From an optimization exercise on the open Yosys and OpenROAD flow, aimed at small area and a short achievable clock period; shortcuts taken in it are not production practice. Where RTL was checked, it was by simulation tests only, not by an equivalence proof against the original. The RTL of runs 1 to 5 was laid out without a check of its function. Power figures rest on the tool's default switching activity, not on a simulated workload.

==> flow/design.v <==
`timescale 1ns / 1ps
module pfx_add #(parameter W = 16, parameter L = 4) (    
    input  logic [W-1:0] a,
    input  logic [W-1:0] b,
    input  logic         g0,      
    output logic [W-1:0] p,       
    output logic [W:0]   c        
);
    logic [W-1:0] g [0:L];
    logic [W-1:0] q [0:L];
    assign p = a ^ b;
    always_comb begin
        g[0] = a;
        q[0] = p;
        g[0][0] = g0;
        q[0][0] = 1'b0;
        for (int l = 0; l < L; l++) begin
            for (int k = 0; k < W; k++) begin
                if (((k >> l) & 1) == 1) begin
                    g[l+1][k] = q[l][k] ? g[l][((k >> l) << l) - 1] : g[l][k];
                    q[l+1][k] = q[l][k] & q[l][((k >> l) << l) - 1];
                end else begin
                    g[l+1][k] = g[l][k];
                    q[l+1][k] = q[l][k];
                end
            end
        end
        c[0] = 1'b0;
        for (int k = 0; k < W; k++) c[k+1] = g[L][k];
    end
endmodule
`timescale 1ns / 1ps
module alu_instrmem_top(input clk,
        input reset,
        output [7:0] imem_addr,
        input [15:0] imem_data,
        output [9:0] dmem_addr,
        output [15:0] dmem_wdata,
        output dmem_we,
        input [15:0] dmem_rdata,
        output logic ovf_ctrl,
        output logic take_branch
    );
    wire [15:0] i = imem_data;
    wire [2:0] ra = i[9:7];
    wire [2:0] rb = i[4:2];
    wire f0 = i[15:13] == 3'b000;
    wire f2 = i[15:13] == 3'b010;
    wire f4 = i[15:13] == 3'b100;
    wire f6 = i[15:13] == 3'b110;
    wire f7 = i[15:13] == 3'b111;
    wire is_lw   = f2;
    wire is_sw   = f6 & (i[1:0] == 2'b00);
    wire is_beqz = f6 & (i[1:0] == 2'b01);
    wire is_bnez = f7;
    wire is_add  = f4 & (i[11:10] == 2'b01) & (i[1:0] == 2'b10);
    wire is_srai = f4 & (i[11:10] == 2'b01) & (i[1:0] == 2'b01);
    wire is_lgc  = f4 & (i[11:10] == 2'b11) & (i[6:5] != 2'b00);
    wire is_andi = f4 & (i[11:10] == 2'b10);
    wire is_addi = f0 & (i[1:0] == 2'b01);
    wire is_slli = f0 & (i[1:0] == 2'b10);
    wire we = is_lw | is_add | is_srai | is_lgc | is_andi | is_addi | is_slli;
    wire [2:0] wa = i[14] ? rb : ra;
    logic [15:0] R [0:7];
    logic [7:0] valid;
    logic [15:0] wd;
    always_ff @(posedge clk or posedge reset)
        if (reset) valid <= 8'd0;
        else if (we) valid[wa] <= 1'b1;
    always_ff @(posedge clk)
        if (we) R[wa] <= wd;
    wire [5:0] imm6 = {i[12], i[6:2]};
    logic [15:0] A, b;
    logic g0_main, g0_addr;
    logic [7:0] sa, sb;
    reg_select u_sel (.ra(ra), .rb(rb), .valid(valid), .i15(i[15]), .sa(sa), .sb(sb));
    always_comb begin
        b = i[15] ? 16'd0 : {{10{i[12]}}, imm6};
        for (int k = 0; k < 8; k++)
            if (sb[k]) b = b | R[k];
        A = 16'd0;
        g0_main = 1'b0;
        g0_addr = 1'b0;
        for (int k = 0; k < 8; k++)
            if (sa[k]) begin
                A = A | R[k];
                g0_main = g0_main | (R[k][0] & b[0]);
                g0_addr = g0_addr | (R[k][2] & i[6]);
            end
    end
    wire [4:0] imm5 = {i[5], i[12], i[11:10], i[6]};
    logic [4:0] ap;
    logic [5:0] ac;
    pfx_add #(5, 3) addr_add (.a(A[6:2]), .b(imm5), .g0(g0_addr), .p(ap), .c(ac));
    wire [4:0] alo = ap ^ ac[4:0];
    wire [2:0] ahi1 = A[9:7] + 3'd1;
    wire [2:0] ahi = ac[5] ? ahi1 : A[9:7];    
    assign dmem_addr = {ahi, alo, A[1:0]};
    wire ovf_mem = ~A[15] & (&A[14:7]) & ac[5];
    logic [15:0] P;
    logic [16:0] C;
    pfx_add #(16, 4) main_add (.a(A), .b(b), .g0(g0_main), .p(P), .c(C));
    wire [15:0] sum = P ^ C[15:0];
    wire ovf_alu = ~P[15] & (C[15] ^ A[15]);
    assign ovf_ctrl = ((is_lw | is_sw) & ovf_mem) | ((is_add | is_addi) & ovf_alu);
    wire t_g = i[10] & i[6];             
    wire t_p = i[10] & ~(i[6] & i[5]);   
    wire [15:0] lg = (A & ({16{t_g}} & ~P)) | ({16{t_p}} & P)
                   | {10'd0, {6{~i[10]}} & A[5:0] & imm6};
    wire [5:0] sh = imm6;
    logic [15:0] Ar, x, y, yr;
    always_comb for (int k = 0; k < 16; k++) Ar[k] = A[15-k];
    assign x = i[15] ? A : Ar;                  
    wire fill = i[15] & A[15];
    wire [31:0] xs = {{16{fill}}, x} >> sh[3:0];
    assign y = (sh[5:4] != 2'b00) ? {16{fill}} : xs[15:0];
    always_comb for (int k = 0; k < 16; k++) yr[k] = y[15-k];
    wire s_rd  = i[14];                                       
    wire s_sum = ~i[14] & (i[15] ? (~i[11] & i[1]) : ~i[1]);  
    wire s_yr  = ~i[14] & ~i[15] & i[1];                      
    wire s_y   = ~i[14] & i[15] & ~i[11] & ~i[1];             
    wire s_lg  = ~i[14] & i[15] & i[11];                      
    assign wd = ({16{s_rd}} & dmem_rdata) | ({16{s_sum}} & sum) | ({16{s_yr}} & yr)
              | ({16{s_y}} & y) | ({16{s_lg}} & lg);
    assign dmem_we = is_sw;
    assign dmem_wdata = b;                      
    wire az = A == 16'd0;
    assign take_branch = (is_beqz & az) | (is_bnez & ~az);
    wire [7:0] off = {i[12], i[6:5], i[2], i[11:10], i[4:3]};
    wire [7:0] inc = take_branch ? off : 8'd1;
    logic [7:0] pc;
    always_ff @(posedge clk or posedge reset)
        if (reset) pc <= 8'd0;
        else pc <= pc + inc;
    assign imem_addr = pc;
endmodule
module reg_select(
    input  logic [2:0] ra,
    input  logic [2:0] rb,
    input  logic [7:0] valid,
    input  logic       i15,
    output logic [7:0] sa,
    output logic [7:0] sb
);
    always_comb
        for (int k = 0; k < 8; k++) begin
            sa[k] = (ra == k) & valid[k];
            sb[k] = (rb == k) & valid[k] & i15;
        end
endmodule
==> flow/flow/run.sh <==
#!/bin/bash
# Own layout flow: the standard synthesis, then the standard ORFS layout
# with port buffers that start at the smallest buffer (timing repair upsizes
# the ones that matter), a clock tree built from mid-size clock buffers
# without dummy loads, and setup repair by cell sizing and pin swaps only
# (no inserted buffers or cloned gates). Each step's full output goes to a
# log file here.
set -euo pipefail
bash standard.sh synth > synth.log 2>&1
bash standard.sh \
  "BUFFER_PORTS_ARGS=-buffer_cell sky130_fd_sc_hd__buf_1" \
  "CTS_ARGS=-sink_clustering_enable -repair_clock_nets -dont_use_dummy_load -buf_list {sky130_fd_sc_hd__clkbuf_4 sky130_fd_sc_hd__clkbuf_8}" \
  "SETUP_MOVE_SEQUENCE=unbuffer,sizeup,swap" \
  finish > layout.log 2>&1
==> flow/standard.sh <==
#!/bin/bash
# synth_recipe.tcl (not shown) runs the flow's synth.tcl, then flattens the netlist and writes it again
# the make line also repeats each setting of config.mk as NAME=value (left out here)
make -C /OpenROAD-flow-scripts/flow DESIGN_CONFIG=/design/flow/config.mk WORK_HOME=/design/flow/orfs CLKGATE_MAP_FILE= SYNTH_SCRIPT=/design/flow/synth_recipe.tcl "${@:-finish}"
==> flow/config.mk <==
export PLATFORM = sky130hd
export DESIGN_NAME = alu_instrmem_top
export DESIGN_NICKNAME = alu_instrmem_top
export VERILOG_FILES = /design/flow/design.v
export SDC_FILE = /design/flow/constraint.sdc
export NUM_CORES = 4
export LEC_CHECK = 0
export CAP_MARGIN = 20
export CORE_MARGIN = 2
export CORE_UTILIZATION = 40
export SETUP_SLACK_MARGIN = 4
export SLEW_MARGIN = 20
export SYNTH_HIERARCHICAL = 1
export SYNTH_MINIMUM_KEEP_SIZE = 0
export TNS_END_PERCENT = 0
==> flow/constraint.sdc <==
create_clock -name core_clock -period 10.0 [get_ports {clk}]
set_input_delay 2.0000 -clock core_clock [delete_from_list [all_inputs] [get_ports {clk}]]
set_output_delay 2.0000 -clock core_clock [all_outputs]
set_load 0.01 [all_outputs]
==> qor.yml, run 1 <==
status: "timing/DRC/antenna clean"
crit_chain: "buf_4 > and4_1 > a22oi_1 > nand4_1 > maj3_2 > o21ai_2 > maj3_2 > a21o_2 > nand2_2 > maj3_2 > xor2_2 > o21ai_1 > o21ai_1 > buf_2"
syn_area_per_cell_um2: 10.62
antenna_cells: 0
cp_common_cell: "maj3_2"
hold_start: "pc[7]"
swShare_pct: 36.55
grt_overflow: 0
io_buffers: 70
fillers: 2166
syn_inst: 868
gp_congestion: 1.053
grt_pass1_vias: 7983
synth.yosys.warnings: 14
finalSetupViolations: 0
hold_class: "reg2reg"
grt-busiest-layer: "met2"
worstSetupStartpointType: "primary input"
grt_max_degree: 30
syn_to_final_growth_pct: 9.763
met3_usage_pct: 5.917
dp_slack_ns: 2.192
finalHoldViolCount: 0
clock_skew_ns: 0.03161
clockRootBuffer: "clkbuf_8"
maxSlewViolCount: 0
use_met1_pct: 38.09
min_to: "pc[7]"
cts_buffer_depth: 2
fmax_ghz: 0.1332
dieArea_um2: 24260
critPathMaxFanout: 16
holdPathStages: 1
cp-end-kind: "primary output"
fin_crit_sh_pct: 75.10
setup_slack_ns: 2.490
power_frac_comb_pct: 35.4
rsz0062_at_grt: "yes"
start_util_pct: 40.70
grt_first_pass_wirelength_um: 51330
cap_violations: 0
dpl.hpwl_um: 24670
drt_iter0_markers: 1123
cts_tree: "built"
leakage_nw: 3.457
fin_crit_ns: 7.510
routed-via-count: 8342
die_h_um: 155.8
drive_gt1_share_pct: 14.10
irDropWorstVdd_v: 0.00005796
timing.rr.start: "valid[7]"
crit_slowest_cell: "maj3_2"
finalWirelength_um: 35040
synth_nets: 914
power_density_nw_per_um2: 167.6
reg2reg_to: "R[2][6]"
intPower_mw: 1.075
use_met2_pct: 44.96
wl_per_cell_um: 29.20
cp.arrival_ns: 5.51
cp_slowest_stage_delay_ns: 0.53
reg2reg_slack_ns: 4.87
reg2reg_depth: 13
grt_usage_pct: 28.79
finalSetupTns_ns: 0
clock_latency_ns: 0.46
max-slew-margin-rel_pct: 21.05
mappedNetlistArea_um2: 9214
htreeDepth: 4
ctsHoldBuffers: 0
cts_setup_buffers: 0
die_x_um: 155.8
critical_path_required_ns: 8.00
ios: 71
cts_inserted_buffers: 17
ant_nets: 0
remaining_drc_errors: 0
critical_path_class: "in2out"
pwr-share-seq_pct: 44.2
row_count: 55
cts.sinks: 144
clkTransAtPathRegs_ns: 0.06
viasPerCell: 6.952
clkPwrFrac_pct: 20.4
firstDrtPassIters: 7
switching_power_uw: 619.6
tightestPinTransition_ns: 1.183
core_area_um2: 22640
final_net_count: 963
antenna_found_initial: 0
## layout make-up
| class | instances | area [um^2] | area share, % |
|---|---|---|---|
| multi-input combinational | 624 | 4629 | 45.78 |
| sequential | 144 | 4244 | 41.96 |
| timing repair buffer | 95 | 514.2 | 5.085 |
| tap | 285 | 356.6 | 3.526 |
| clock buffer | 17 | 234.0 | 2.314 |
| inverter | 35 | 135.1 | 1.336 |
## metal layers
| metal | routed length, um | share of wire (%) |
|---|---|---|
| met1 | 13950 | 40 |
| met2 | 16050 | 46 |
| met3 | 3360 | 9.6 |
| met4 | 1670 | 4.8 |
| met5 | 0 | 0 |
## cells in the final DEF (no fill, tap or decap), types with 8 or more instances in the layout
cell,n
xor2_1,27
o22ai_1,28
dfrtp_1,16
xnor2_1,8
a21oi_1,24
maj3_2,9
inv_1,27
nand2_1,49
ha_1,11
edfxtp_1,128
nor4_1,9
a22oi_1,100
buf_1,65
a221oi_1,23
a21o_1,9
clkbuf_8,17
buf_4,17
nand3_1,15
a22o_1,14
nor3_1,14
buf_6,10
nand4_1,20
nor2_1,46
o21ai_0,27
## how the worst max path moves through the flow
stage                       from  endpoint  slack, ns  cells past startpoint
finish              imem_data[8]  ovf_ctrl       2.49                     14
detailed placement  imem_data[2]  ovf_ctrl       2.19                     16
floorplan           imem_data[4]  ovf_ctrl       3.28                     18
global route        imem_data[3]  ovf_ctrl       2.32                     18
CTS                 imem_data[9]  ovf_ctrl       2.60                     15
global placement    imem_data[2]  ovf_ctrl       2.22                     16
## flip-flops by register name, summed over array words and instances, names as in the netlist
| signal | flops |
|---|---|
| valid | 8 |
| R | 128 |
| pc | 8 |
## power groups by stage
stage,clock [mW],combinational (mW),sequential (mW)
4_1_cts,0.349,0.585,0.749
2_1_floorplan,0,0.392,0.759
3_3_place_gp,0,0.572,0.762
3_5_place_dp,0,0.575,0.762
6_report,0.346,0.600,0.750
5_1_grt,0.369,0.644,0.753
## stage by stage
stage / hold WS, ns / utilization (%) / power [mW] / std cells / area, um^2
2_1_floorplan: 0.4338 / - / 1.151 / 868 / 9284
3_3_place_gp: 0.4596 / 43.07 / 1.335 / 1183 / 9752
3_5_place_dp: 0.4694 / 43.12 / 1.337 / 1183 / 9762
4_1_cts: 0.4775 / 44.58 / 1.684 / 1200 / 10090
5_1_grt: 0.5048 / 44.67 / 1.767 / 1200 / 10110
6_report: 0.4718 / 44.67 / 1.695 / 1200 / 10110
## critical path: cells and delay by family
kind	cells	cell delay [ns]
adders and majority gates	3	1.14
AOI/OAI and AO/OA	5	0.85
buffers and inverters	2	0.31
and+or+nand+nor	3	1.03
xor gates and xnor gates	1	0.16
## timing repair
item                                    CTS  global route
gates resized for setup                  29             4
endpoints found under the setup margin   75            78
pin swaps                                19             3
gates cloned                              0             0
==> run 2, diff against run 1 <==
--- a/flow/design.v
+++ b/flow/design.v
@@ -74,4 +74,8 @@
     logic g0_main, g0_addr;
-    logic [7:0] sa, sb;
-    reg_select u_sel (.ra(ra), .rb(rb), .valid(valid), .i15(i[15]), .sa(sa), .sb(sb));
+    logic [7:0] sa [0:3];
+    logic [7:0] sb [0:3];
+    genvar q;
+    for (q = 0; q < 4; q++) begin : g_sel
+        reg_select u_sel (.ra(ra), .rb(rb), .valid(valid), .i15(i[15]), .sa(sa[q]), .sb(sb[q]));
+    end
     always_comb begin
@@ -79,3 +83,4 @@
         for (int k = 0; k < 8; k++)
-            if (sb[k]) b = b | R[k];
+            for (int n = 0; n < 4; n++)
+                if (sb[n][k]) b[4*n +: 4] = b[4*n +: 4] | R[k][4*n +: 4];
         A = 16'd0;
@@ -83,5 +88,6 @@
         g0_addr = 1'b0;
-        for (int k = 0; k < 8; k++)
-            if (sa[k]) begin
-                A = A | R[k];
+        for (int k = 0; k < 8; k++) begin
+            for (int n = 0; n < 4; n++)
+                if (sa[n][k]) A[4*n +: 4] = A[4*n +: 4] | R[k][4*n +: 4];
+            if (sa[0][k]) begin
                 g0_main = g0_main | (R[k][0] & b[0]);
@@ -89,2 +95,3 @@
             end
+        end
     end
==> qor.yml, run 2 <==
status: "timing/DRC/antenna clean"
start_util_pct: 40.89  # +0.19 points
die_h_um: 159.1  # +2.2%
viasPerCell: 6.999  # +0.68%
rsz0062_at_grt: "yes"
critPathMaxFanout: 34  # +18
hold_class: "reg2reg"
ios: 71  # unchanged
final_net_count: 1013  # +5.2%
crit_start: "imem_data[15]"
remaining_drc_errors: 0  # unchanged
fillers: 2206  # +1.8%
clkTransAtPathRegs_ns: 0.07  # about the same
final_common_cell: "edfxtp_1"
grt_max_degree: 43  # +43%
syn_to_final_growth_pct: 12.44
irDropWorstVdd_v: 0.00007889  # +36%
drt_iter0_markers: 1343  # +20%
cts_inserted_buffers: 17  # unchanged
clock_latency_ns: 0.46  # about the same
drive_gt1_share_pct: 16.17  # +2.1 points
final_cell_mix: "edfxtp_1 (128), a22oi_1 (98), nand2_1 (67), buf_1 (66), nor2_1 (39)"
clockRootBuffer: "clkbuf_8"
grt_overflow: 0  # unchanged
htreeDepth: 4  # unchanged
hold_start: "pc[0]"
antenna_found_initial: 0  # unchanged
largest_reg_flops: 128  # unchanged
fin_crit_sh_pct: 74.06  # -1.0 points
finalWirelength_um: 36220  # +3.4%
fin_crit_ns: 7.406  # -0.1043 ns
finalSetupTns_ns: 0  # unchanged
power_density_nw_per_um2: 163.7  # -2.3%
wl_per_cell_um: 28.21  # -3.4%
syn_area_per_cell_um2: 10.77  # +1.4%
synth_nets: 940  # +2.8%
core_area_um2: 23540  # +4.0%
fin_hold_ws_ns: 0.5054  # +0.03356 ns
timing.rr.start: "valid[7]"
fmax_ghz: 0.1350  # +1.4%
cts_setup_buffers: 0  # unchanged
ant_nets: 0  # unchanged
max-slew-margin-rel_pct: 26.97  # +5.9 points
clock_skew_ns: 0.03710  # +0.005486 ns
critical_path_required_ns: 8.00  # about the same
post-route-util_pct: 45.97  # +1.3 points
grt_first_pass_wirelength_um: 53640  # +4.5%
dpl.hpwl_um: 25200  # +2.2%
grt_pass1_vias: 8524  # +6.8%
leakage_nw: 3.608  # +4.4%
reg.largest.list: "R (128), pc (8), valid (8)"
cp-end-kind: "primary output"
dieArea_um2: 25320  # +4.4%
critical_path_class: "in2out"
mappedNetlistArea_um2: 9625  # +4.5%
cts_buffer_depth: 2  # unchanged
finalSetupViolations: 0  # unchanged
worstSetupStartpointType: "primary input"
synth.yosys.warnings: 16  # +2
cap_violations: 0  # unchanged
cts.sinks: 144  # unchanged
tightestPinTransition_ns: 1.084  # -0.09901 ns
firstDrtPassIters: 10  # +3
ctsHoldBuffers: 0  # unchanged
row_count: 56  # +1.8%
finalHoldViolCount: 0  # unchanged
grt_usage_pct: 27.90  # -0.88 points
syn_inst: 894  # +3.0%
antenna_cells: 0  # unchanged
gp_congestion: 1.012  # -4.0%
die_x_um: 159.1  # +2.2%
cp.arrival_ns: 5.41  # -0.10 ns
routed-via-count: 8987  # +7.7%
maxSlewViolCount: 0  # unchanged
cts_tree: "built"
largest_register: "R"
io_buffers: 70  # unchanged
[run 2: repair_timing]
action,in CTS,in global routing
endpoints found under the hold margin,0,0
gates resized for setup,55,9
endpoints found under the setup margin,126,49
pin swaps,10,11
[run 2: routing by layer]
layer	track usage, %	routed length (um)	vias up
li1	-	-	3810
met1	37.87	14390	4276
met2	42.09	15800	766
met3	7.554	4511	135
met4	11.94	1515	0
met5	0	0	-
[run 2: worst max-delay path, stage by stage]
cell,delay [ns]
buf_1,0.12
buf_12,0.24
nand3b_1,0.13
nor3b_1,0.64
a221oi_1,0.22
nand4_1,0.29
xor2_1,0.30
and4_1,0.32
nand4_1,0.11
a21o_2,0.22
nand2_2,0.07
maj3_2,0.22
xor2_1,0.16
nand3_1,0.12
o21ai_2,0.08
buf_2,0.14
[run 2: cell type report]
class / count / area (um^2) / share of cell area [%]
multi-input combinational: 688 / 5326 / 49.21
inverter: 26 / 106.4 / 0.9827
tap: 319 / 399.1 / 3.688
timing repair buffer: 90 / 513.0 / 4.740
clock buffer: 17 / 234.0 / 2.162
sequential: 144 / 4244 / 39.21
[run 2: final timing paths]
kind	end	slack [ns]	cells past startpoint
max reg2reg	R[3][7]	4.92	14
max in group asynchronous	valid[6]	7.85	2
min	pc[0]	0.51	1
min reg2reg	pc[0]	0.51	1
max	ovf_ctrl	2.59	16
min in group asynchronous	pc[1]	1.65	2
[run 2: where the power goes]
part / leakage (nW) / total (mW) / internal, mW / switching, mW
Clock: 0.122 / 0.339 / 0.149 / 0.190
Sequential: 1.34 / 0.779 / 0.725 / 0.0548
Combinational: 2.14 / 0.653 / 0.234 / 0.419
Total: 3.61 / 1.77 / 1.11 / 0.664
[run 2: per-stage QoR]
| step | total power, mW | setup WS (ns) | cells | instance area (um^2) |
|---|---|---|---|---|
| after global routing | 1.852 | 2.534 | 1284 | 10820 |
| after CTS | 1.753 | 2.692 | 1283 | 10760 |
| after floorplan | 1.186 | 3.455 | 894 | 9644 |
| after global placement | 1.402 | 2.086 | 1266 | 10250 |
| final | 1.772 | 2.594 | 1284 | 10820 |
| after detailed placement | 1.402 | 2.035 | 1266 | 10260 |
==> run 3, diff against run 2 <==
--- a/flow/design.v
+++ b/flow/design.v
@@ -74,13 +74,11 @@
     logic g0_main, g0_addr;
-    logic [7:0] sa [0:3];
-    logic [7:0] sb [0:3];
-    genvar q;
-    for (q = 0; q < 4; q++) begin : g_sel
-        reg_select u_sel (.ra(ra), .rb(rb), .valid(valid), .i15(i[15]), .sa(sa[q]), .sb(sb[q]));
-    end
+    logic [7:0] sa_lo, sb_lo, sa_hi, sb_hi;
+    reg_select u_sel_lo (.ra(ra), .rb(rb), .valid(valid), .i15(i[15]), .sa(sa_lo), .sb(sb_lo));
+    reg_select u_sel_hi (.ra(ra), .rb(rb), .valid(valid), .i15(i[15]), .sa(sa_hi), .sb(sb_hi));
     always_comb begin
         b = i[15] ? 16'd0 : {{10{i[12]}}, imm6};
-        for (int k = 0; k < 8; k++)
-            for (int n = 0; n < 4; n++)
-                if (sb[n][k]) b[4*n +: 4] = b[4*n +: 4] | R[k][4*n +: 4];
+        for (int k = 0; k < 8; k++) begin
+            if (sb_lo[k]) b[7:0] = b[7:0] | R[k][7:0];
+            if (sb_hi[k]) b[15:8] = b[15:8] | R[k][15:8];
+        end
         A = 16'd0;
@@ -89,5 +87,4 @@
         for (int k = 0; k < 8; k++) begin
-            for (int n = 0; n < 4; n++)
-                if (sa[n][k]) A[4*n +: 4] = A[4*n +: 4] | R[k][4*n +: 4];
-            if (sa[0][k]) begin
+            if (sa_lo[k]) begin
+                A[7:0] = A[7:0] | R[k][7:0];
                 g0_main = g0_main | (R[k][0] & b[0]);
@@ -95,2 +92,3 @@
             end
+            if (sa_hi[k]) A[15:8] = A[15:8] | R[k][15:8];
         end
==> qor.yml, run 3 <==
gp_congestion: 0.9972  # -1.4%
die_h_um: 157.4  # -1.1%
fin_crit_sh_pct: 72.57  # -1.5 points
cts_inserted_buffers: 17  # unchanged
start_util_pct: 40.47  # -0.41 points
fmax_ghz: 0.1378  # +2.1%
maxSlewViolCount: 0  # unchanged
clock_latency_ns: 0.46  # about the same
cts.sinks: 144  # unchanged
synth_nets: 947  # +0.74%
grt_first_pass_wirelength_um: 52140  # -2.8%
io_buffers: 70  # unchanged
final_cell_mix: "edfxtp_1 (128), a22oi_1 (95), buf_1 (62), nand2_1 (54), nor2_1 (44)"
syn_area_per_cell_um2: 10.45  # -2.9%
final_cell_area_um2: 10530  # -2.7%
path_buf_inv: 3  # unchanged
cap_violations: 0  # unchanged
finalSetupViolations: 0  # unchanged
final_net_count: 1003  # -0.99%
clkTransAtPathRegs_ns: 0.07  # about the same
htreeDepth: 4  # unchanged
critical_path_class: "in2out"
dpl.hpwl_um: 25720  # +2.0%
finalWirelength_um: 35850  # -1.0%
dp_slack_ns: 2.073  # +0.03782 ns
core_area_um2: 23260  # -1.2%
finalHoldViolCount: 0  # unchanged
power_density_nw_per_um2: 164.8  # +0.67%
clock_skew_ns: 0.03556  # -0.001541 ns
routed-via-count: 8685  # -3.4%
hold_class: "reg2reg"
ctsHoldBuffers: 0  # unchanged
crit_chain: "clkbuf_2 > buf_12 > nand3b_1 > nor2_4 > a22o_1 > a221oi_2 > nand4_1 > a221oi_2 > a211oi_2 > maj3_2 > a21oi_2 > nand2_2 > maj3_2 > nand3b_1 > o21ai_2 > buf_2"
grt_pass1_vias: 8012  # -6.0%
post-route-util_pct: 45.28  # -0.69 points
dpl-instance-area_um2: 10010  # -2.5%
ios: 71  # unchanged
final_common_cell: "edfxtp_1"
fin_cells: 1274  # -0.78%
critical_path_required_ns: 8.00  # about the same
multiInputGateArea_um2: 4911  # -7.8%
clockRootBuffer: "clkbuf_8"
fin_crit_ns: 7.257  # -0.1489 ns
syn_to_final_growth_pct: 11.88
antenna_cells: 0  # unchanged
mappedNetlistArea_um2: 9415  # -2.2%
dieArea_um2: 24780  # -2.1%
tightestPinTransition_ns: 1.152  # +0.06789 ns
cp_slowest_stage_delay_ns: 0.41  # -0.23 ns
viasPerCell: 6.817  # -2.6%
irDropWorstVdd_v: 0.00006840  # -13%
drt_iter0_markers: 1503  # +12%
firstDrtPassIters: 6  # -4
reg.largest.list: "R (128), pc (8), valid (8)"
rsz0062_at_grt: "yes"
cts_tree: "built"
max-slew-margin-rel_pct: 22.39  # -4.6 points
ant_nets: 0  # unchanged
cts_setup_buffers: 0  # unchanged
largest_register: "R"
largest_reg_flops: 128  # unchanged
drive_gt1_share_pct: 16.86  # +0.69 points
grt_max_degree: 31  # -28%
finalSetupTns_ns: 0  # unchanged
status: "timing/DRC/antenna clean"
crit_slowest_cell: "a221oi_2"
syn_inst: 901  # +0.78%
grt_overflow: 0  # unchanged
cpLargestDelayFamily: "compound AO/OA/AOI/OAI gates"
cp.arrival_ns: 5.26  # -0.15 ns
die_x_um: 157.4  # -1.1%
seqCellArea_um2: 4244  # unchanged
wl_per_cell_um: 28.14  # -0.23%
fillers: 2194  # -0.54%
remaining_drc_errors: 0  # unchanged
critPathMaxFanout: 23  # -32%
grt_usage_pct: 29.07  # +1.2 points
antenna_found_initial: 0  # unchanged
dp_cells: 1256  # -0.79%
setup_slack_ns: 2.743  # +0.1489 ns
leakage_nw: 3.562  # -1.3%
row_count: 56  # unchanged
worstSetupStartpointType: "primary input"
synth.yosys.warnings: 14  # -2
cts_buffer_depth: 2  # unchanged
cp-end-kind: "primary output"
[run 3: area by class of cell]
| cell class | instances | area share (%) |
|---|---|---|
| multi-input cells | 658 | 46.62 |
| flip-flops and latches | 144 | 40.29 |
| repair buffers | 104 | 5.868 |
| well taps | 319 | 3.789 |
| clock buffers | 17 | 2.221 |
| inverters | 32 | 1.212 |
[run 3: per-layer routing]
layer	GRT usage, %	share of wire [%]
met3	6.443	12
met4	10.43	3.5
met5	0	0
met2	42.61	43
met1	42.09	41
[run 3: final timing paths]
check	cells after the start	from	slack, ns	end
setup / recovery	16	imem_data[15]	2.74	ovf_ctrl
hold / removal	1	pc[7]	0.47	pc[7]
setup reg to reg	15	valid[2]	5.01	R[4][13]
hold reg to reg	1	pc[7]	0.47	pc[7]
max in group asynchronous	2	reset	8.00	valid[7]
min in group asynchronous	2	reset	1.59	pc[1]
[run 3: through the flow]
stage / power (mW) / hold WS [ns]
floorplan: 1.155 / 0.4611
global placement: 1.353 / 0.4597
detailed placement: 1.357 / 0.4620
CTS: 1.713 / 0.4705
global route: 1.816 / 0.5083
finish: 1.736 / 0.4695
[run 3: power by group]
group | switching [mW] | internal, mW
Sequential | 0.0403 | 0.716
Combinational | 0.414 | 0.216
Clock | 0.199 | 0.150
Total | 0.654 | 1.08
[run 3: repair_timing]
| action | CTS | global route |
|---|---|---|
| gates cloned | 0 | 0 |
| pin swaps | 16 | 28 |
| gates resized for setup | 38 | 32 |
| setup endpoints to repair | 114 | 84 |
==> run 4, diff against run 3 <==
--- a/flow/design.v
+++ b/flow/design.v
@@ -4,3 +4,3 @@
     input  logic [W-1:0] b,
-    input  logic         g0,      
+    input  logic         g0,
     output logic [W-1:0] p,       
@@ -12,5 +12,5 @@
     always_comb begin
-        g[0] = a;
+        g[0] = a & b;
         q[0] = p;
-        g[0][0] = g0;
+        g[0][0] = g0;         
         q[0][0] = 1'b0;
@@ -19,3 +19,3 @@
                 if (((k >> l) & 1) == 1) begin
-                    g[l+1][k] = q[l][k] ? g[l][((k >> l) << l) - 1] : g[l][k];
+                    g[l+1][k] = g[l][k] | (q[l][k] & g[l][((k >> l) << l) - 1]);
                     q[l+1][k] = q[l][k] & q[l][((k >> l) << l) - 1];
@@ -74,11 +74,6 @@
     logic g0_main, g0_addr;
-    logic [7:0] sa_lo, sb_lo, sa_hi, sb_hi;
-    reg_select u_sel_lo (.ra(ra), .rb(rb), .valid(valid), .i15(i[15]), .sa(sa_lo), .sb(sb_lo));
-    reg_select u_sel_hi (.ra(ra), .rb(rb), .valid(valid), .i15(i[15]), .sa(sa_hi), .sb(sb_hi));
     always_comb begin
         b = i[15] ? 16'd0 : {{10{i[12]}}, imm6};
-        for (int k = 0; k < 8; k++) begin
-            if (sb_lo[k]) b[7:0] = b[7:0] | R[k][7:0];
-            if (sb_hi[k]) b[15:8] = b[15:8] | R[k][15:8];
-        end
+        for (int k = 0; k < 8; k++)
+            if (rb == k && valid[k] && i[15]) b = b | R[k];
         A = 16'd0;
@@ -86,5 +81,5 @@
         g0_addr = 1'b0;
-        for (int k = 0; k < 8; k++) begin
-            if (sa_lo[k]) begin
-                A[7:0] = A[7:0] | R[k][7:0];
+        for (int k = 0; k < 8; k++)
+            if (ra == k && valid[k]) begin
+                A = A | R[k];
                 g0_main = g0_main | (R[k][0] & b[0]);
@@ -92,4 +87,2 @@
             end
-            if (sa_hi[k]) A[15:8] = A[15:8] | R[k][15:8];
-        end
     end
@@ -141,15 +134 @@
 endmodule
-module reg_select(
-    input  logic [2:0] ra,
-    input  logic [2:0] rb,
-    input  logic [7:0] valid,
-    input  logic       i15,
-    output logic [7:0] sa,
-    output logic [7:0] sb
-);
-    always_comb
-        for (int k = 0; k < 8; k++) begin
-            sa[k] = (ra == k) & valid[k];
-            sb[k] = (rb == k) & valid[k] & i15;
-        end
-endmodule
==> qor.yml, run 4 <==
final_common_cell: "edfxtp_1"
crit_start: "imem_data[7]"
synth.yosys.warnings: 13  # -1
cts.sinks: 144  # unchanged
die_x_um: 154.1  # -2.1%
fin_crit_sh_pct: 73.10  # +0.53 points
htreeDepth: 4  # unchanged
final_net_count: 981  # -2.2%
syn_area_per_cell_um2: 10.43  # -0.18%
drt_iter0_markers: 1192  # -21%
power_frac_comb_pct: 37.4  # +1.1 points
cts_inserted_buffers: 17  # unchanged
clock_latency_ns: 0.46  # about the same
grt_overflow: 0  # unchanged
fmax_ghz: 0.1368  # -0.73%
pwr-share-seq_pct: 42.7  # -0.9 points
syn_to_final_growth_pct: 13.40
clockRootBuffer: "clkbuf_8"
dpl.hpwl_um: 24480  # -4.8%
grt_max_degree: 34  # +9.7%
syn_inst: 864  # -4.1%
rsz0062_at_grt: "yes"
largest_register: "R"
critical_path_required_ns: 8.00  # about the same
routed-via-count: 8208  # -5.5%
cts_setup_buffers: 0  # unchanged
largest_reg_flops: 128  # unchanged
ant_nets: 0  # unchanged
cp-end-kind: "primary output"
drive_gt1_share_pct: 15.10  # -1.8 points
row_count: 54  # -3.6%
wl_per_cell_um: 29.62  # +5.2%
max-slew-margin-rel_pct: 24.48  # +2.1 points
clkPwrFrac_pct: 19.9  # -0.2 points
cp.arrival_ns: 5.31  # +0.05 ns
mappedNetlistArea_um2: 9012  # -4.3%
antenna_cells: 0  # unchanged
finalWirelength_um: 35360  # -1.4%
firstDrtPassIters: 10  # +4
finalSetupViolations: 0  # unchanged
clock_skew_ns: 0.03664  # +0.001087 ns
maxSlewViolCount: 0  # unchanged
hold_start: "pc[0]"
finalHoldViolCount: 0  # unchanged
gp_congestion: 1.039  # +4.2%
leakage_nw: 3.821  # +7.3%
fillers: 2051  # -6.5%
tightestPinTransition_ns: 1.129  # -0.02327 ns
cap_violations: 0  # unchanged
power_density_nw_per_um2: 173.2  # +5.1%
dieArea_um2: 23750  # -4.2%
core_area_um2: 21960  # -5.6%
antenna_found_initial: 1  # +1
grt_usage_pct: 29.61  # +0.55 points
viasPerCell: 6.874  # +0.84%
ios: 71  # unchanged
intPower_mw: 1.110  # +2.6%
clkTransAtPathRegs_ns: 0.09  # +0.02 ns
cts_tree: "built"
reg.largest.list: "R (128), pc (8), valid (8)"
hold_class: "reg2reg"
cts_buffer_depth: 2  # unchanged
final_cell_mix: "edfxtp_1 (128), nand2_1 (84), buf_1 (64), a22oi_1 (57), nor2_1 (49)"
post-route-util_pct: 46.54  # +1.3 points
critical_path_class: "in2out"
critPathMaxFanout: 16  # -30%
grt_first_pass_wirelength_um: 51550  # -1.1%
die_h_um: 154.1  # -2.1%
switching_power_uw: 659.7  # +0.91%
start_util_pct: 41.04  # +0.57 points
grt_pass1_vias: 7743  # -3.4%
swShare_pct: 37.27  # -0.39 points
status: "timing/DRC/antenna clean"
timing.rr.start: "valid[1]"
finalSetupTns_ns: 0  # unchanged
remaining_drc_errors: 0  # unchanged
worstSetupStartpointType: "primary input"
fin_crit_ns: 7.310  # +0.05312 ns
irDropWorstVdd_v: 0.00009364  # +37%
io_buffers: 70  # unchanged
synth_nets: 929  # -1.9%
run 4: area by class of cell:
cell class                 count  area [um^2]  area share (%)
clock buffer                  17        234.0           2.289
tap                          280        350.3           3.428
timing repair buffer          96        545.5           5.338
sequential                   144         4244           41.53
multi-input combinational    630         4730           46.28
inverter                      27        116.4           1.139
run 4: critical path: stages:
cell and delay [ns]:
buf_12 0.12, nor4bb_4 0.15, buf_6 0.18, a222oi_1 0.32
nand4_1 0.49, ha_4 0.43, a21o_1 0.20, a22o_4 0.27
a41o_4 0.27, a21oi_4 0.22, o21ai_4 0.12, xnor2_2 0.15
nand3_2 0.11, o41ai_4 0.06, buf_2 0.17
run 4: per-stage QoR:
stage	hold WS [ns]	area (um^2)	power, mW	instances	setup slack, ns
final	0.5102	10220	1.770	1194	2.690
after global routing	0.5365	10220	1.841	1194	2.616
after CTS	0.5173	10190	1.757	1194	2.764
after detailed placement	0.4975	9794	1.395	1177	1.903
after global placement	0.4897	9789	1.394	1177	2.014
after floorplan	0.4339	9359	1.186	864	3.350
run 4: final timing paths:
kind	to	slack, ns	depth (start not counted)
worst max-delay path	ovf_ctrl	2.69	15
worst min-delay path	pc[0]	0.51	1
worst max register to register	pc[7]	5.11	18
worst min register to register	pc[0]	0.51	1
max in group asynchronous	valid[0]	7.94	2
min in group asynchronous	pc[3]	1.59	2
run 4: per-layer routing:
metal | GRT usage [%] | vias to the layer above | share of wire [%]
met3 | 6.821 | 104 | 12
met1 | 40.18 | 3953 | 39
met4 | 12.77 | 0 | 4.2
li1 | - | 3504 | -
met5 | 0 | - | 0
met2 | 45.59 | 647 | 45
run 4: power by group through the flow:
stage	registers [mW]	clock network [mW]	logic [mW]
detailed placement	0.766	0	0.629
CTS	0.754	0.360	0.643
global placement	0.766	0	0.628
floorplan	0.763	0	0.423
global route	0.757	0.375	0.709
finish	0.755	0.352	0.663
run 4: timing repair:
action | 4_1_cts | 5_1_grt
hold buffers | 0 | 0
pin swaps | 21 | 7
gates resized for setup | 52 | 6
setup endpoints to repair | 121 | 21
==> run 5, diff against run 4 <==
--- a/flow/design.v
+++ b/flow/design.v
@@ -4,3 +4,2 @@
     input  logic [W-1:0] b,
-    input  logic         g0,
     output logic [W-1:0] p,       
@@ -14,4 +13,3 @@
         q[0] = p;
-        g[0][0] = g0;         
-        q[0][0] = 1'b0;
+        q[0][0] = 1'b0;       
         for (int l = 0; l < L; l++) begin
@@ -30,2 +28,17 @@
     end
+endmodule
+module agu(
+    input  logic [15:0] A,
+    input  logic [4:0]  imm5,
+    output logic [9:0]  addr,
+    output logic        ovf
+);
+    logic [4:0] ap;
+    logic [5:0] ac;
+    pfx_add #(5, 3) addr_add (.a(A[6:2]), .b(imm5), .p(ap), .c(ac));
+    wire [4:0] alo = ap ^ ac[4:0];
+    wire [2:0] ahi1 = A[9:7] + 3'd1;
+    wire [2:0] ahi = ac[5] ? ahi1 : A[9:7];    
+    assign addr = {ahi, alo, A[1:0]};
+    assign ovf = ~A[15] & (&A[14:7]) & ac[5];
 endmodule
@@ -73,3 +86,2 @@
     logic [15:0] A, b;
-    logic g0_main, g0_addr;
     always_comb begin
@@ -79,23 +91,11 @@
         A = 16'd0;
-        g0_main = 1'b0;
-        g0_addr = 1'b0;
         for (int k = 0; k < 8; k++)
-            if (ra == k && valid[k]) begin
-                A = A | R[k];
-                g0_main = g0_main | (R[k][0] & b[0]);
-                g0_addr = g0_addr | (R[k][2] & i[6]);
-            end
+            if (ra == k && valid[k]) A = A | R[k];
     end
     wire [4:0] imm5 = {i[5], i[12], i[11:10], i[6]};
-    logic [4:0] ap;
-    logic [5:0] ac;
-    pfx_add #(5, 3) addr_add (.a(A[6:2]), .b(imm5), .g0(g0_addr), .p(ap), .c(ac));
-    wire [4:0] alo = ap ^ ac[4:0];
-    wire [2:0] ahi1 = A[9:7] + 3'd1;
-    wire [2:0] ahi = ac[5] ? ahi1 : A[9:7];    
-    assign dmem_addr = {ahi, alo, A[1:0]};
-    wire ovf_mem = ~A[15] & (&A[14:7]) & ac[5];
+    logic ovf_mem;
+    agu u_agu (.A(A), .imm5(imm5), .addr(dmem_addr), .ovf(ovf_mem));
     logic [15:0] P;
     logic [16:0] C;
-    pfx_add #(16, 4) main_add (.a(A), .b(b), .g0(g0_main), .p(P), .c(C));
+    pfx_add #(16, 4) main_add (.a(A), .b(b), .p(P), .c(C));
     wire [15:0] sum = P ^ C[15:0];
==> qor.yml, run 5 <==
syn_area_per_cell_um2: 10.42  # about the same
grt_overflow: 0  # unchanged
cp-end-kind: "primary output"
cts_inserted_buffers: 17  # unchanged
wl_per_cell_um: 26.83  # -9.4%
max-slew-margin-rel_pct: 27.86  # +3.4 points
cts_tree: "built"
leakage_nw: 3.643  # -4.7%
remaining_drc_errors: 0  # unchanged
fin_crit_ns: 7.598  # +0.2874 ns
maxSlewViolCount: 0  # unchanged
final_cell_area_um2: 10000  # -2.1%
cts_buffer_depth: 2  # unchanged
cts.sinks: 144  # unchanged
cap_violations: 0  # unchanged
power_density_nw_per_um2: 167.7  # -3.2%
htreeDepth: 4  # unchanged
fmax_ghz: 0.1316  # -3.8%
clock_latency_ns: 0.48  # +0.02 ns
drt_iter0_markers: 1675  # +41%
cp_slowest_stage_delay_ns: 0.82  # +0.33 ns
hold_start: "pc[0]"
core_area_um2: 21960  # unchanged
status: "timing/DRC/antenna clean"
grt_first_pass_wirelength_um: 46990  # -8.8%
io_buffers: 70  # unchanged
mappedNetlistArea_um2: 9016  # about the same
irDropWorstVdd_v: 0.00005688  # -39%
start_util_pct: 41.06  # about the same
reg.largest.list: "R (128), pc (8), valid (8)"
synth_nets: 932  # +0.32%
crit_chain: "buf_4 > nand2_4 > nor4b_4 > a222oi_1 > nand3_1 > a221o_1 > ha_4 > a21o_1 > a22o_4 > a41o_4 > a21oi_4 > o21ai_4 > xnor2_1 > a32o_2 > buf_6"
viasPerCell: 6.899  # +0.36%
final_common_cell: "edfxtp_1"
totalPowerFinal_mw: 1.677  # -5.3%
firstDrtPassIters: 10  # unchanged
final_cell_mix: "edfxtp_1 (128), nand2_1 (72), nor2_1 (65), a22oi_1 (65), buf_1 (62)"
antenna_found_initial: 0  # -1
dieArea_um2: 23760  # about the same
rsz0062_at_grt: "yes"
synth.yosys.warnings: 13  # unchanged
cts_setup_buffers: 0  # unchanged
final_net_count: 985  # +0.41%
fillers: 2058  # +0.34%
die_h_um: 154.1  # about the same
dpl.hpwl_um: 22240  # -9.1%
fin_crit_sh_pct: 75.98  # +2.9 points
finalSetupTns_ns: 0  # unchanged
row_count: 54  # unchanged
reg2reg_depth: 13  # -5
die_x_um: 154.1  # about the same
clkTransAtPathRegs_ns: 0.07  # -0.02 ns
largest_register: "R"
critical_path_class: "in2out"
gp_congestion: 0.9840  # -5.3%
grt_max_degree: 37  # +8.8%
antenna_cells: 0  # unchanged
min_to: "pc[0]"
drive_gt1_share_pct: 11.79  # -3.3 points
finalHoldViolCount: 0  # unchanged
finalWirelength_um: 32080  # -9.3%
reg2reg_to: "R[6][14]"
holdPathStages: 1  # unchanged
dpl-instance-area_um2: 9615  # -1.8%
reg2reg_slack_ns: 5.28  # +0.17 ns
grt_pass1_vias: 7643  # -1.3%
largest_reg_flops: 128  # unchanged
cp.arrival_ns: 5.60  # +0.29 ns
timing.rr.start: "valid[1]"
tightestPinTransition_ns: 1.071  # -0.05795 ns
grt_usage_pct: 26.59  # -3.0 points
ios: 71  # unchanged
ant_nets: 0  # unchanged
critical_path_required_ns: 8.00  # about the same
hold_class: "reg2reg"
syn_to_final_growth_pct: 10.92
clock_skew_ns: 0.04593  # +0.009289 ns
critPathMaxFanout: 14  # -2
clockRootBuffer: "clkbuf_8"
syn_inst: 865  # +0.12%
worstSetupStartpointType: "primary input"
crit_slowest_cell: "nor4b_4"
finalSetupViolations: 0  # unchanged
routed-via-count: 8251  # +0.52%
ctsHoldBuffers: 0  # unchanged
-- run 5: per-stage QoR --
stage / setup WS, ns / utilization [%] / std cells / hold slack, ns
floorplan: 3.155 / - / 865 / 0.4467
global placement: 1.654 / 43.79 / 1178 / 0.4926
detailed placement: 1.601 / 43.79 / 1178 / 0.5007
CTS: 2.501 / 45.34 / 1195 / 0.5155
global route: 2.381 / 45.54 / 1196 / 0.5432
finish: 2.402 / 45.54 / 1196 / 0.5124
-- run 5: worst max-delay path, delay by kind of cell --
family	cells	cell delay, ns
XOR/XNOR	1	0.13
buffers and inverters	2	0.31
AO/OA/AOI/OAI	8	1.80
AND/OR/NAND/NOR	3	1.12
adder cells (fa/ha/maj)	1	0.24
-- run 5: worst max path at each step --
stage | end | startpoint | depth (start not counted) | slack, ns
floorplan | ovf_ctrl | imem_data[15] | 16 | 3.15
global placement | ovf_ctrl | imem_data[15] | 16 | 1.65
detailed placement | ovf_ctrl | imem_data[15] | 16 | 1.60
CTS | ovf_ctrl | imem_data[4] | 17 | 2.50
global route | ovf_ctrl | imem_data[4] | 17 | 2.38
finish | ovf_ctrl | imem_data[2] | 15 | 2.40
-- run 5: layout make-up --
type | instances | area [um^2] | share of cell area, %
Multi-Input combinational cell | 635 | 4547 | 45.46
Sequential cell | 144 | 4244 | 42.44
Timing Repair Buffer | 96 | 521.8 | 5.217
Tap cell | 280 | 350.3 | 3.503
Clock buffer | 17 | 234.0 | 2.340
Inverter | 24 | 103.9 | 1.038
-- run 5: power by group --
part / total, mW / internal, mW / switching, mW
Clock: 0.340 / 0.149 / 0.190
Combinational: 0.591 / 0.211 / 0.380
Sequential: 0.747 / 0.717 / 0.0296
Total: 1.68 / 1.08 / 0.600
-- run 5: what timing repair did --
| action | CTS | global route |
|---|---|---|
| pin swaps | 12 | 13 |
| setup endpoints to repair | 133 | 56 |
| resized for setup | 38 | 8 |
-- run 5: routing by layer --
layer	GRT usage [%]	vias to the layer above	share of wire, %
met3	5.778	105	12
met1	36.42	3943	40
met2	40.68	640	44
met5	0	-	0
met4	11.70	0	3.8
li1	-	3563	-
==> run 6, diff against run 5 <==
--- a/flow/design.v
+++ b/flow/design.v
@@ -28,17 +28,2 @@
     end
-endmodule
-module agu(
-    input  logic [15:0] A,
-    input  logic [4:0]  imm5,
-    output logic [9:0]  addr,
-    output logic        ovf
-);
-    logic [4:0] ap;
-    logic [5:0] ac;
-    pfx_add #(5, 3) addr_add (.a(A[6:2]), .b(imm5), .p(ap), .c(ac));
-    wire [4:0] alo = ap ^ ac[4:0];
-    wire [2:0] ahi1 = A[9:7] + 3'd1;
-    wire [2:0] ahi = ac[5] ? ahi1 : A[9:7];    
-    assign addr = {ahi, alo, A[1:0]};
-    assign ovf = ~A[15] & (&A[14:7]) & ac[5];
 endmodule
@@ -95,4 +80,10 @@
     wire [4:0] imm5 = {i[5], i[12], i[11:10], i[6]};
-    logic ovf_mem;
-    agu u_agu (.A(A), .imm5(imm5), .addr(dmem_addr), .ovf(ovf_mem));
+    logic [4:0] ap;
+    logic [5:0] ac;
+    pfx_add #(5, 3) addr_add (.a(A[6:2]), .b(imm5), .p(ap), .c(ac));
+    wire [4:0] alo = ap ^ ac[4:0];
+    wire [2:0] ahi1 = A[9:7] + 3'd1;
+    wire [2:0] ahi = ac[5] ? ahi1 : A[9:7];    
+    assign dmem_addr = {ahi, alo, A[1:0]};
+    wire ovf_mem = ~A[15] & (&A[14:7]) & ac[5];
     logic [15:0] P;
--- a/flow/config.mk
+++ b/flow/config.mk
@@ -7,3 +7,3 @@
 export LEC_CHECK = 0
-export CAP_MARGIN = 20
+export CAP_MARGIN = 0
 export CORE_MARGIN = 2
@@ -11,3 +11,3 @@
 export SETUP_SLACK_MARGIN = 4
-export SLEW_MARGIN = 20
+export SLEW_MARGIN = 0
 export SYNTH_HIERARCHICAL = 1
==> qor.yml, run 6 <==
largest_register: "R"
cp_num_cells: 14  # -1
gp_congestion: 1.023  # +3.9%
finalSetupViolations: 0  # unchanged
drt_iter0_markers: 1313  # -22%
synth_nets: 914  # -1.9%
cts_inserted_buffers: 17  # unchanged
grt_max_degree: 30  # -19%
antenna_cells: 0  # unchanged
mappedNetlistArea_um2: 8992  # -0.26%
switching_power_uw: 629.5  # +5.0%
final_cell_mix: "edfxtp_1 (128), a22oi_1 (72), nand2_1 (68), buf_1 (65), a21oi_1 (43)"
reg.largest.list: "R (128), pc (8), valid (8)"
power_density_nw_per_um2: 172.3  # +2.8%
cts.sinks: 144  # unchanged
syn_inst: 847  # -2.1%
grt_usage_pct: 28.86  # +2.3 points
critical_path_required_ns: 8.00  # about the same
grt_pass1_vias: 7829  # +2.4%
fin_crit_sh_pct: 73.51  # -2.5 points
cp-end-kind: "primary output"
power_frac_comb_pct: 36.2  # +1.0 points
drive_gt1_share_pct: 12.81  # +1.0 points
critPathMaxFanout: 15  # +1
die_h_um: 153.9  # -0.13%
final_common_cell: "edfxtp_1"
remaining_drc_errors: 0  # unchanged
intPower_mw: 1.085  # +0.73%
ios: 71  # unchanged
cts_setup_buffers: 0  # unchanged
cts_buffer_depth: 2  # unchanged
ant_nets: 0  # unchanged
viasPerCell: 7.027  # +1.9%
dp_cells: 1145  # -2.8%
firstDrtPassIters: 7  # -3
cts_tree: "built"
final_net_count: 951  # -3.5%
path_buf_inv: 2  # unchanged
timing.rr.start: "valid[0]"
row_count: 54  # unchanged
clockRootBuffer: "clkbuf_8"
clock_latency_ns: 0.47  # about the same
critical_path_class: "in2out"
io_buffers: 70  # unchanged
rsz0062_at_grt: "yes"
cap_violations: 0  # unchanged
irDropWorstVdd_v: 0.00008664  # +52%
htreeDepth: 4  # unchanged
finalWirelength_um: 34090  # +6.2%
start_util_pct: 40.95  # -0.11 points
wl_per_cell_um: 29.33  # +9.3%
hold_class: "reg2reg"
maxSlewViolCount: 0  # unchanged
leakage_nw: 3.534  # -3.0%
synth.yosys.warnings: 13  # unchanged
clkTransAtPathRegs_ns: 0.07  # about the same
cpLargestDelayFamily: "compound AO/OA/AOI/OAI gates"
fin_crit_ns: 7.351  # -0.2470 ns
fin_cells: 1162  # -2.8%
crit_chain: "buf_12 > and4bb_4 > a222oi_1 > nand4_1 > ha_1 > a21oi_1 > o21ai_0 > a41o_4 > a21oi_4 > o21ai_4 > xor2_1 > nand3_1 > o21ai_2 > buf_2"
clkPwrFrac_pct: 19.8  # -0.4 points
status: "timing/DRC/antenna clean"
fmax_ghz: 0.1360  # +3.4%
worstSetupStartpointType: "primary input"
hold_start: "pc[0]"
dieArea_um2: 23700  # -0.26%
holdPathStages: 1  # unchanged
tightestPinTransition_ns: 1.224  # +0.1528 ns
syn_area_per_cell_um2: 10.62  # +1.9%
grt_overflow: 0  # unchanged
reg2reg_depth: 14  # +1
core_area_um2: 21960  # unchanged
final_cell_area_um2: 9951  # -0.50%
cp.arrival_ns: 5.35  # -0.25 ns
grt_first_pass_wirelength_um: 50770  # +8.0%
largest_reg_flops: 128  # unchanged
dpl.hpwl_um: 23810  # +7.1%
die_x_um: 153.9  # -0.13%
finalSetupTns_ns: 0  # unchanged
pwr-share-seq_pct: 44.0  # -0.5 points
dpl-instance-area_um2: 9532  # -0.87%
reg2reg_to: "R[5][15]"
max-slew-margin-rel_pct: 17.57  # -10 points
finalHoldViolCount: 0  # unchanged
crit_slowest_cell: "nand4_1"
min_to: "pc[0]"
antenna_found_initial: 0  # unchanged
totalPowerFinal_mw: 1.715  # +2.2%
reg2reg_slack_ns: 4.96  # -0.32 ns
clock_skew_ns: 0.03864  # -0.007288 ns
syn_to_final_growth_pct: 10.66
routed-via-count: 8165  # -1.0%
swShare_pct: 36.71  # +0.95 points
cp_slowest_stage_delay_ns: 0.63  # -0.19 ns
[run 6: stage by stage]
stage          hold slack [ns]  utilization (%)  setup slack [ns]
5_1_grt                 0.5401            45.32             2.492
3_3_place_gp            0.4971            43.41             1.784
3_5_place_dp            0.5026            43.41             1.626
2_1_floorplan           0.4334                -             3.205
4_1_cts                 0.5192            45.09             2.731
6_report                0.5152            45.32             2.649
[run 6: area by class of cell]
cell class / count / area [um^2]
multi-input cells: 618 / 4584
flip-flops and latches: 144 / 4244
fillers: 2023 / 12010
clock buffers: 17 / 234.0
well taps: 280 / 350.3
inverters: 19 / 97.59
repair buffers: 84 / 440.4
[run 6: how the worst max path moves through the flow]
stage             startpoint       end
2_1_floorplan   imem_data[2]  ovf_ctrl
3_3_place_gp   imem_data[15]  ovf_ctrl
3_5_place_dp   imem_data[15]  ovf_ctrl
4_1_cts        imem_data[15]  ovf_ctrl
5_1_grt        imem_data[15]  ovf_ctrl
6_report        imem_data[8]  ovf_ctrl
[run 6: repair_timing]
item                                    in CTS  in global routing
hold buffers                                 0                  0
resized for setup                           46                 12
pin swaps                                   16                 19
endpoints found under the setup margin     144                 29
[run 6: power groups by stage]
stage | clock network, mW | registers, mW | logic, mW
floorplan | 0 | 0.760 | 0.392
global placement | 0 | 0.765 | 0.588
detailed placement | 0 | 0.765 | 0.586
CTS | 0.345 | 0.754 | 0.600
global route | 0.368 | 0.757 | 0.662
finish | 0.340 | 0.754 | 0.621
[run 6: layer usage]
layer	GRT usage, %	routed length [um]	share of wire (%)	vias up
li1	-	-	-	3469
met1	39.13	13550	40	3931
met2	44.10	15100	44	644
met3	5.947	3701	11	121
met4	14.42	1734	5.1	0
met5	0	0	0	-
[run 6: worst reg2reg max path, cell delays in order (launching register included)]
cell and delay, ns:
dfrtp_1 0.43, nor4b_2 0.19, buf_6 0.17, a222oi_1 0.43, nand4_1 0.63, ha_1 0.60
a21oi_1 0.15, o21ai_0 0.11, a41o_4 0.28, a21oi_4 0.21, o21ai_4 0.09, a221oi_1 0.28
a21oi_1 0.07, a221oi_1 0.39, o21ai_0 0.57
==> run 7, diff against run 6 <==
--- a/flow/config.mk
+++ b/flow/config.mk
@@ -7,7 +7,7 @@
 export LEC_CHECK = 0
-export CAP_MARGIN = 0
+export CAP_MARGIN = 20
 export CORE_MARGIN = 2
-export CORE_UTILIZATION = 40
+export CORE_UTILIZATION = 50
 export SETUP_SLACK_MARGIN = 4
-export SLEW_MARGIN = 0
+export SLEW_MARGIN = 20
 export SYNTH_HIERARCHICAL = 1
==> qor.yml, run 7 <==
swShare_pct: 36.46  # -0.25 points
finalWirelength_um: 33630  # -1.3%
routed-via-count: 8258  # +1.1%
remaining_drc_errors: 0  # unchanged
syn_inst: 847  # unchanged
leakage_nw: 3.559  # +0.71%
cp-end-kind: "primary output"
critical_path_required_ns: 8.00  # about the same
cts.sinks: 144  # unchanged
power_density_nw_per_um2: 173.0  # +0.41%
core_area_um2: 17780  # -19%
cts_inserted_buffers: 17  # unchanged
dpl.hpwl_um: 23570  # -1.0%
fin_crit_sh_pct: 75.06  # +1.6 points
mappedNetlistArea_um2: 8992  # unchanged
htreeDepth: 4  # unchanged
io_buffers: 70  # unchanged
synth.yosys.warnings: 13  # unchanged
finalHoldViolCount: 0  # unchanged
grt_first_pass_wirelength_um: 49600  # -2.3%
reg2reg_depth: 16  # +2
grt_max_degree: 30  # unchanged
drt_iter0_markers: 1592  # +21%
final_cell_area_um2: 9867  # -0.84%
gp_congestion: 1.030  # +0.67%
clockRootBuffer: "clkbuf_8"
finalSetupTns_ns: 0  # unchanged
largest_register: "R"
clock_latency_ns: 0.46  # about the same
drive_gt1_share_pct: 12.82  # about the same
final_cell_mix: "edfxtp_1 (128), a22oi_1 (71), nand2_1 (68), buf_1 (64), nor2_1 (44)"
clkTransAtPathRegs_ns: 0.06  # about the same
irDropWorstVdd_v: 0.0001057  # +22%
row_count: 49  # -9.3%
cap_violations: 0  # unchanged
final_common_cell: "edfxtp_1"
worstSetupStartpointType: "primary input"
cts_buffer_depth: 2  # unchanged
dieArea_um2: 19070  # -20%
finalSetupViolations: 0  # unchanged
grt_overflow: 0  # unchanged
status: "timing/DRC/antenna clean"
die_h_um: 138.1  # -10%
pwr-share-seq_pct: 44.1  # about the same
dpl-instance-area_um2: 9500  # -0.33%
critPathMaxFanout: 16  # +1
viasPerCell: 7.380  # +5.0%
fmax_ghz: 0.1332  # -2.1%
switching_power_uw: 622.5  # -1.1%
syn_to_final_growth_pct: 9.726
cts_setup_buffers: 0  # unchanged
largest_reg_flops: 128  # unchanged
wl_per_cell_um: 30.05  # +2.5%
final_net_count: 958  # +0.74%
cp.arrival_ns: 5.51  # +0.16 ns
intPower_mw: 1.085  # about the same
maxSlewViolCount: 0  # unchanged
ant_nets: 0  # unchanged
max-slew-margin-rel_pct: 35.42  # +18 points
cts_tree: "built"
grt_pass1_vias: 8093  # +3.4%
die_x_um: 138.1  # -10%
power_frac_comb_pct: 36.0  # -0.2 points
reg.largest.list: "R (128), pc (8), valid (8)"
critical_path_class: "in2out"
holdPathStages: 1  # unchanged
synth_nets: 914  # unchanged
ios: 71  # unchanged
grt_usage_pct: 34.53  # +5.7 points
ctsHoldBuffers: 0  # unchanged
clock_skew_ns: 0.04098  # +0.002335 ns
fin_crit_ns: 7.506  # +0.1553 ns
clkPwrFrac_pct: 19.9  # about the same
syn_area_per_cell_um2: 10.62  # unchanged
firstDrtPassIters: 8  # +1
start_util_pct: 50.58  # +9.6 points
antenna_found_initial: 0  # unchanged
tightestPinTransition_ns: 0.9586  # -0.2649 ns
hold_class: "reg2reg"
rsz0062_at_grt: "yes"
==> run 7: layout make-up <==
| cell class | instances | area (um^2) |
|---|---|---|
| Clock buffer | 17 | 234.0 |
| Inverter | 19 | 86.33 |
| Tap cell | 229 | 286.5 |
| Antenna cell | 1 | 2.502 |
| Fill cell | 1577 | 7913 |
| Timing Repair Buffer | 91 | 459.2 |
| Sequential cell | 144 | 4244 |
| Multi-Input combinational cell | 618 | 4554 |
==> run 7: power groups by stage <==
stage	Sequential, mW	Clock (mW)	Combinational (mW)
after floorplan	0.760	0	0.392
after global placement	0.762	0	0.576
after detailed placement	0.764	0	0.586
after CTS	0.752	0.345	0.596
after global routing	0.757	0.368	0.657
final	0.753	0.340	0.615
==> run 7: worst paths after layout <==
| kind | slack (ns) | startpoint | end |
|---|---|---|---|
| worst max-delay path | 2.49 | imem_data[15] | ovf_ctrl |
| worst min-delay path | 0.51 | valid[7] | valid[7] |
| worst max register to register | 5.14 | valid[6] | pc[7] |
| worst min register to register | 0.51 | valid[7] | valid[7] |
| max in group asynchronous | 7.91 | reset | valid[5] |
| min in group asynchronous | 1.61 | reset | valid[3] |
==> run 7: routing by layer <==
layer | vias to the layer above | wire, um | global-route usage [%]
met4 | 0 | 1652 | 15.20
met2 | 655 | 15700 | 56.54
met1 | 3991 | 12470 | 44.56
met3 | 123 | 3811 | 7.378
met5 | - | 0 | 0
li1 | 3489 | - | -
==> run 7: timing repair <==
item	4_1_cts	5_1_grt
pin swaps	20	8
endpoints found under the setup margin	117	62
gates resized for setup	40	1
==> run 7: worst max-delay path: stages <==
cell and delay, ns:
buf_6 0.10, buf_12 0.14, clkinvlp_4 0.27, nor2_4 0.08
and3_4 0.25, a222oi_1 0.35, nand3_1 0.16, a221o_1 0.40
ha_4 0.27, a21o_1 0.19, a22o_1 0.28, a41o_4 0.25
a21oi_4 0.17, o21ai_2 0.10, xor2_1 0.15, nand3_1 0.12
o21ai_2 0.08, buf_2 0.14
==> run 7: through the flow <==
step	hold slack [ns]	setup slack, ns	util [%]	cells	power [mW]
3_5_place_dp	0.4954	1.902	53.43	1101	1.350
3_3_place_gp	0.4993	2.037	53.43	1101	1.338
4_1_cts	0.5164	2.580	55.45	1118	1.694
5_1_grt	0.5449	2.381	55.48	1118	1.782
6_report	0.5128	2.494	55.50	1119	1.707
2_1_floorplan	0.4334	3.205	-	847	1.153
==> run 8, diff against run 7 <==
--- a/flow/config.mk
+++ b/flow/config.mk
@@ -9,3 +9,4 @@
 export CORE_MARGIN = 2
-export CORE_UTILIZATION = 50
+export CORE_UTILIZATION = 40
+export PLACE_DENSITY = 0.75
 export SETUP_SLACK_MARGIN = 4
==> qor.yml, run 8 <==
reg.largest.list: "R (128), pc (8), valid (8)"
largest_reg_flops: 128  # unchanged
core_area_um2: 21960  # +24%
grt_usage_pct: 27.28  # -7.3 points
final_net_count: 955  # -0.31%
clock_latency_ns: 0.46  # about the same
holdPathStages: 1  # unchanged
grt_max_degree: 30  # unchanged
largest_register: "R"
critical_path_class: "in2out"
top_layer_used: "met4"
maxSlewViolCount: 0  # unchanged
irDropWorstVdd_v: 0.00007189  # -32%
reg2reg_depth: 14  # -2
finalSetupTns_ns: 0  # unchanged
cp_slowest_stage_delay_ns: 0.67  # +0.27 ns
final_cell_mix: "edfxtp_1 (128), a22oi_1 (72), nand2_1 (68), buf_1 (64), nor2_1 (44)"
syn_to_final_growth_pct: 10.51
start_util_pct: 40.95  # -9.6 points
ant_nets: 0  # unchanged
grt_first_pass_wirelength_um: 48580  # -2.1%
wl_met2_um: 14390  # -8.3%
crit_chain: "buf_6 > and4bb_4 > a222oi_1 > nand4_1 > ha_4 > a21o_1 > a22o_1 > a41o_4 > a21oi_4 > o21ai_4 > xor2_1 > nand3_1 > o21ai_2 > buf_2"
syn_inst: 847  # unchanged
fin_crit_ns: 7.435  # -0.07070 ns
multiInputGateArea_um2: 4566  # +0.25%
fin_crit_sh_pct: 74.35  # -0.71 points
post-route-util_pct: 45.25  # -10 points
cts_inserted_buffers: 17  # unchanged
power_density_nw_per_um2: 171.4  # -0.96%
clockRootBuffer: "clkbuf_8"
cp.arrival_ns: 5.44  # -0.07 ns
finalWirelength_um: 33020  # -1.8%
cp-end-kind: "primary output"
ctsHoldBuffers: 0  # unchanged
drt_iter0_markers: 1558  # -2.1%
htreeDepth: 4  # unchanged
hold_class: "reg2reg"
crit_slowest_cell: "nand4_1"
cts.sinks: 144  # unchanged
finalHoldViolCount: 0  # unchanged
status: "timing/DRC/antenna clean"
fmax_ghz: 0.1345  # +0.95%
clock_skew_ns: 0.03198  # -0.008999 ns
critical_path_required_ns: 8.00  # about the same
fin_cells: 1166  # +4.2%
synth_nets: 914  # unchanged
wl_met1_um: 12210  # -2.1%
wl_per_cell_um: 28.32  # -5.8%
grt_pass1_vias: 7749  # -4.3%
cts_tree: "built"
synth.yosys.warnings: 13  # unchanged
routed-via-count: 8316  # +0.70%
drive_gt1_share_pct: 12.53  # -0.30 points
worstSetupStartpointType: "primary input"
wl_met3_um: 4398  # +15%
critPathMaxFanout: 15  # -1
grt_overflow: 0  # unchanged
dp_cells: 1148  # +4.3%
dieArea_um2: 23700  # +24%
cap_violations: 0  # unchanged
viasPerCell: 7.132  # -3.4%
final_cell_area_um2: 9937  # +0.71%
tightestPinTransition_ns: 1.139  # +0.1809 ns
row_count: 54  # +10%
max-slew-margin-rel_pct: 23.23  # -12 points
finalSetupViolations: 0  # unchanged
io_buffers: 70  # unchanged
dpl-instance-area_um2: 9537  # +0.38%
fin_hold_ws_ns: 0.5244  # +0.01156 ns
ios: 71  # unchanged
rsz0062_at_grt: "yes"
cts_buffer_depth: 2  # unchanged
dpl.hpwl_um: 23280  # -1.2%
firstDrtPassIters: 9  # +1
final_common_cell: "edfxtp_1"
die_x_um: 153.9  # +11%
mappedNetlistArea_um2: 8992  # unchanged
remaining_drc_errors: 0  # unchanged
gp_congestion: 1.056  # +2.6%
seqCellArea_um2: 4244  # unchanged
clkTransAtPathRegs_ns: 0.07  # about the same
antenna_cells: 0  # -1
leakage_nw: 3.555  # -0.11%
syn_area_per_cell_um2: 10.62  # unchanged
die_h_um: 153.9  # +11%
fillers: 2002  # +27%
antenna_found_initial: 0  # unchanged
-- run 8: worst max-delay path, delay by kind of cell --
family	cells	cell delay, ns
adders and majority gates	1	0.52
buffers and inverters	2	0.26
xor gates and xnor gates	1	0.13
and+or+nand+nor	3	1.10
AOI/OAI and AO/OA	7	1.41
-- run 8: routing by layer --
layer,track usage (%),up-vias
li1,-,3477
met1,36.15,3969
met2,41.78,735
met3,6.454,135
met4,14.20,0
met5,0,-
-- run 8: area by class of cell --
class	instances	share of cell area, %
Clock buffer	17	2.355
Multi-Input combinational cell	618	45.95
Timing Repair Buffer	88	4.571
Sequential cell	144	42.71
Inverter	19	0.8940
Tap cell	280	3.526
-- run 8: where the power goes --
group	leakage, nW	switching [mW]	internal (mW)
sequential	1.35	0.0351	0.721
clock	0.122	0.187	0.150
combinational	2.09	0.398	0.213
-- run 8: repair_timing --
item,in CTS,in global routing
setup endpoints to repair,137,32
resized for setup,43,9
pin swaps,11,14
buffers inserted,0,0
-- run 8: stage by stage --
step | setup slack [ns] | total power, mW
after floorplan | 3.205 | 1.153
after global placement | 1.826 | 1.337
after detailed placement | 1.723 | 1.343
after CTS | 2.679 | 1.675
after global routing | 2.520 | 1.764
final | 2.565 | 1.703
-- run 8: final timing paths --
| check | end | slack (ns) | start |
|---|---|---|---|
| worst max register to register | R[4][15] | 4.90 | valid[0] |
| max in group asynchronous | valid[4] | 7.94 | reset |
| min in group asynchronous | pc[3] | 1.62 | reset |
| worst min register to register | pc[0] | 0.52 | pc[0] |
| worst min-delay path | pc[0] | 0.52 | pc[0] |
| worst max-delay path | ovf_ctrl | 2.56 | imem_data[8] |

## what the ideal ports hide
The results above use ideal ports. As a check the final layouts listed here were re-extracted and re-timed, cells and wires unchanged.
Step 1: set_driving_cell puts a clkbuf_16 on clk and a buf_2 on each other input, an assumption about the parent block.
Step 2 moves the port delays by t, midway between the first and last clock arrival at a register: inputs arrive t later, outputs are due t later. That takes back most of the time a late clock gives input paths.
Three values: no drivers, after step 1, after step 2; two values: the first two.
run | t (ns) | slack for setup (ns) | latest minus earliest clock arrival (ns) | worst slew at a driven data input, ns
run 1 | 0.483 | 2.490 / 2.450 / 2.450 | 0.032 / 0.032 | 0.06
run 2 | 0.482 | 2.594 / 2.566 / 2.566 | 0.037 / 0.037 | 0.08
run 3 | 0.487 | 2.743 / 2.706 / 2.706 | 0.035 / 0.036 | 0.06
run 4 | 0.479 | 2.690 / 2.644 / 2.644 | 0.036 / 0.036 | 0.06
run 5 | 0.504 | 2.402 / 2.358 / 2.358 | 0.046 / 0.046 | 0.05
run 6 | 0.488 | 2.649 / 2.585 / 2.585 | 0.039 / 0.039 | 0.06
run 7 | 0.488 | 2.494 / 2.460 / 2.460 | 0.041 / 0.041 | 0.04
run 8 | 0.483 | 2.565 / 2.507 / 2.507 | 0.032 / 0.032 | 0.06
After both steps every run listed still meets setup and hold. For run 6, which loses most, drivers alone change the setup slack by -0.064 ns; drivers and shift together by -0.064 ns.
